This design comes from an exercise in tuning for small area on the open sky130 flow, not from production work. Function was checked by simulation only, so behaviour that the tests miss may differ from the original. Power is estimated from default activity; no workload was simulated.

==> flow/design.v <==
module fifo_sel3
#(
  parameter int W = 32
)(
  input  logic         ld,
  input  logic         sh,
  input  logic         hd,
  input  logic [W-1:0] a,
  input  logic [W-1:0] b,
  input  logic [W-1:0] c,
  output logic [W-1:0] y
);
assign y = ~(({W{ld}} & a) | ({W{sh}} & b) | ({W{hd}} & c));
endmodule
module fifo_sel2
#(
  parameter int W = 32
)(
  input  logic         sa,
  input  logic         sb,
  input  logic [W-1:0] a,
  input  logic [W-1:0] b,
  output logic [W-1:0] y
);
assign y = ~(({W{sa}} & a) | ({W{sb}} & b));
endmodule
module fifo_front
#(
  parameter int W = 32
)(
  input  logic         sa,
  input  logic         sb,
  input  logic         inv,
  input  logic [W-1:0] a,
  input  logic [W-1:0] b,
  output logic [W-1:0] y
);
assign y = (({W{sa}} & a) | ({W{sb}} & b)) ^ {W{inv}};
endmodule
module fifo_priority
#(
  parameter int DW    = 33,
  parameter int DEPTH = 5
)
(
  input  logic                clk,
  input  logic                rst,
  input  logic[DW-1:0]      data_in,
  input  logic              vld_i,
  output logic              rdy_o,
  output logic[DW-1:0]   data_out,
  output logic              vld_o,
  input  logic              rdy_i
);
localparam int W   = DW - 1;          
localparam int NS  = 2 * DEPTH - 1;   
localparam int MID = DEPTH - 1;       
logic [DEPTH-1:0] h_occ, l_occ;
logic             pol;
logic [W-1:0]     din_p;
logic [W-1:0]     slot [NS];
logic h_ne, l_ne;
logic push, push_h, push_n, pop_h, pop_n;
assign h_ne = h_occ[0];
assign l_ne = l_occ[0];
assign rdy_o = !(h_occ[DEPTH-1] | l_occ[DEPTH-1]);
assign vld_o = h_ne | l_ne;
assign push   = vld_i & rdy_o;
assign push_h = push & data_in[DW-1];
assign push_n = push & !data_in[DW-1];
assign pop_h  = rdy_i & h_ne;
assign pop_n  = rdy_i & !h_ne & l_ne;
always_ff @(posedge clk) begin
  if (rst) pol <= 1'b0;
  else     pol <= !pol;
end
assign din_p = data_in[W-1:0] ^ {W{pol}};
always_ff @(posedge clk) begin
  if (rst) begin
    h_occ <= '0;
    l_occ <= '0;
  end else begin
    if (push_h & !pop_h) h_occ <= {h_occ[DEPTH-2:0], 1'b1};
    else if (!push_h & pop_h) h_occ <= {1'b0, h_occ[DEPTH-1:1]};
    if (push_n & !pop_n) l_occ <= {l_occ[DEPTH-2:0], 1'b1};
    else if (!push_n & pop_n) l_occ <= {1'b0, l_occ[DEPTH-1:1]};
  end
end
function automatic logic is_cnt(input logic [DEPTH-1:0] occ, input int k);
  logic gt_km1, gt_k;
  gt_km1 = (k == 0) ? 1'b1 : occ[k-1];
  gt_k   = (k >= DEPTH) ? 1'b0 : occ[k];
  is_cnt = gt_km1 & !gt_k;
endfunction
logic [NS-1:0] ld, sh, hd;
always_comb begin
  for (int i = 0; i < MID; i++) begin
    ld[i] = push_h & (pop_h ? is_cnt(h_occ, i + 1) : is_cnt(h_occ, i));
    sh[i] = !ld[i] & rdy_i;
    ld[NS-1-i] = push_n & (pop_n ? is_cnt(l_occ, i + 1) : is_cnt(l_occ, i));
    sh[NS-1-i] = !ld[NS-1-i] & rdy_i & !h_ne;
  end
  ld[MID] = (push_h & !pop_h & is_cnt(h_occ, MID)) |
            (push_n & !pop_n & is_cnt(l_occ, MID));
  sh[MID] = 1'b0;
  hd = ~(ld | sh);
end
logic [W-1:0] slot_nxt [NS];
for (genvar i = 0; i < NS; i++) begin : g_slot
  if (i == MID) begin : g_mid
    fifo_sel2 #(.W(W)) u_sel (
      .sa(ld[i]), .sb(hd[i]),
      .a(din_p), .b(slot[i]), .y(slot_nxt[i])
    );
  end else begin : g_end
    fifo_sel3 #(.W(W)) u_sel (
      .ld(ld[i]), .sh(sh[i]), .hd(hd[i]),
      .a(din_p), .b(slot[i < MID ? i + 1 : i - 1]), .c(slot[i]),
      .y(slot_nxt[i])
    );
  end
end
always_ff @(posedge clk) begin
  for (int i = 0; i < NS; i++) slot[i] <= slot_nxt[i];
end
logic [W-1:0] front;
fifo_front #(.W(W)) u_out (
  .sa(h_ne), .sb(!h_ne), .inv(pol), .a(slot[0]), .b(slot[NS-1]), .y(front)
);
assign data_out = {h_ne, front};
endmodule
clock: 5.0 ns
lec_check: 0
cap_margin: 20
core_margin: 2
core_utilization: 40
slew_margin: 20
synth_hierarchical: 1
synth_minimum_keep_size: 0
standard.sh (not shown) runs the stock make flow with config.mk's settings and CLKGATE_MAP_FILE= SYNTH_SCRIPT=/design/flow/synth_recipe.tcl, a recipe that flattens the netlist after the stock synthesis.
==> flow/flow/run.sh <==
#!/bin/bash
# The standard layout, with two changes: the port buffers are the smallest
# buffer cell, and clock tree synthesis uses small clock buffers and adds no
# dummy loads.
set -euo pipefail
cd "$(dirname "$0")/.."
bash standard.sh \
  "BUFFER_PORTS_ARGS=-buffer_cell sky130_fd_sc_hd__buf_1" \
  "CTS_ARGS=-sink_clustering_enable -repair_clock_nets -dont_use_dummy_load -buf_list {sky130_fd_sc_hd__clkbuf_8} -sink_clustering_size 20 -sink_clustering_max_diameter 90" \
  finish > flow.log 2>&1
==> next run, changes <==
--- a/flow/flow/run.sh
+++ b/flow/flow/run.sh
@@ -9 +9 @@
-  "CTS_ARGS=-sink_clustering_enable -repair_clock_nets -dont_use_dummy_load -buf_list {sky130_fd_sc_hd__clkbuf_8} -sink_clustering_size 20 -sink_clustering_max_diameter 90" \
+  "CTS_ARGS=-sink_clustering_enable -repair_clock_nets -dont_use_dummy_load -buf_list {sky130_fd_sc_hd__clkbuf_8} -sink_clustering_size 20 -sink_clustering_max_diameter 50" \
Result: The changed run completed with no timing, DRC or antenna violations. Power grows by 3.1%. Routed wire length drops by 0.30%. Worst hold slack got worse by 0.018 ns.


run A:
Another version of the RTL of fifo_priority (not shown whole).
For scale: ~870 cells after synthesis, ~72 I/O pins.
==> flow/design.v (excerpt) <==
module fifo_priority
#(
  parameter int DW    = 33,
  parameter int DEPTH = 5
)
(
  input  logic                clk,
  input  logic                rst,
  input  logic[DW-1:0]      data_in,
  input  logic              vld_i,
  output logic              rdy_o,
  output logic[DW-1:0]   data_out,
  output logic              vld_o,
  input  logic              rdy_i
);
==> flow/config.mk <==
export PLATFORM = sky130hd
export DESIGN_NAME = fifo_priority
export DESIGN_NICKNAME = fifo_priority
export VERILOG_FILES = /design/flow/design.v
export SDC_FILE = /design/flow/constraint.sdc
export NUM_CORES = 4
export LEC_CHECK = 0
export CAP_MARGIN = 20
export CORE_MARGIN = 2
export CORE_UTILIZATION = 65
export SLEW_MARGIN = 20
export SYNTH_HIERARCHICAL = 1
export SYNTH_MINIMUM_KEEP_SIZE = 0
==> flow/constraint.sdc <==
create_clock -name core_clock -period 5.0 [get_ports {clk}]
set_input_delay 1.0000 -clock core_clock [delete_from_list [all_inputs] [get_ports {clk}]]
set_output_delay 1.0000 -clock core_clock [all_outputs]
set_load 0.01 [all_outputs]
==> flow/flow/run.sh <==
#!/bin/bash
# The standard layout, with two changes: the port buffers are the smallest
# buffer cell, and clock tree synthesis uses small clock buffers and adds no
# dummy loads.
set -euo pipefail
cd "$(dirname "$0")/.."
bash standard.sh \
  "BUFFER_PORTS_ARGS=-buffer_cell sky130_fd_sc_hd__buf_1" \
  "CTS_ARGS=-sink_clustering_enable -repair_clock_nets -dont_use_dummy_load -buf_list {sky130_fd_sc_hd__clkbuf_8} -sink_clustering_size 18 -sink_clustering_max_diameter 90" \
  finish > flow.log 2>&1
No stage failed in run A, and the final checks on the layout all came back clean.
Here is what was changed in the inputs of run B compared with run A.
-- flow/config.mk --
<<< run A, line 10
export CORE_UTILIZATION = 65
>>> run B, line 10
export CORE_UTILIZATION = 75
Findings:
Per the comparison of run B with run A, power moved up; count of cells along the worst register-to-register path moved up. Between run A and run B, maximum frequency decreased. Higher die outline width goes to run A over run B. In run B the post-place instance area turned out 0.32% lower than in run A. In run B the final cell count turned out about 3.4% lower than in run A. There was hardly any difference in count of flip-flops and latches between run A and run B. Via count in run B vs run A: up 2.1%. In run B the layout cell share with drive strength beyond 1 turned out 0.32 points lower than in run A.

==> what the ideal ports hide <==
How much do the figures lean on ideal ports? The routed layouts below were timed once more, with nothing changed but the port constraints. Step 1: set_driving_cell puts a clkbuf_16 on clk and a buf_2 on each other input, an assumption about the parent block. Step 2, shift: input delay + t, output delay - t, t = (earliest + latest rising clock arrival at the registers) / 2. This alone moves slack from input paths to output paths. Slacks: no drivers / after step 1 / after step 2; pairs: no drivers / after step 1.
| run | t (ns) | setup WS [ns] | worst setup path after step 2 | latest minus earliest clock arrival (ns) | worst data-port slew with drivers (ns) |
|---|---|---|---|---|---|
| the first run of note 1 | 0.575 | 1.618 / 1.573 / 1.484 | input to register | 0.009 / 0.009 | 0.04 |
| the second run of note 1 | 0.584 | 1.679 / 1.633 / 1.507 | input to register | 0.063 / 0.063 | 0.04 |
| run A | 0.565 | 1.453 / 1.412 / 1.811 | input to register | 0.029 / 0.030 | 0.04 |
| run B | 0.568 | 1.046 / 1.006 / 1.336 | input to register | 0.031 / 0.030 | 0.04 |
After both steps setup and hold are still met in every run listed. For the second run of note 1, which loses most, drivers alone change the setup slack by -0.046 ns; drivers and shift together by -0.172 ns.
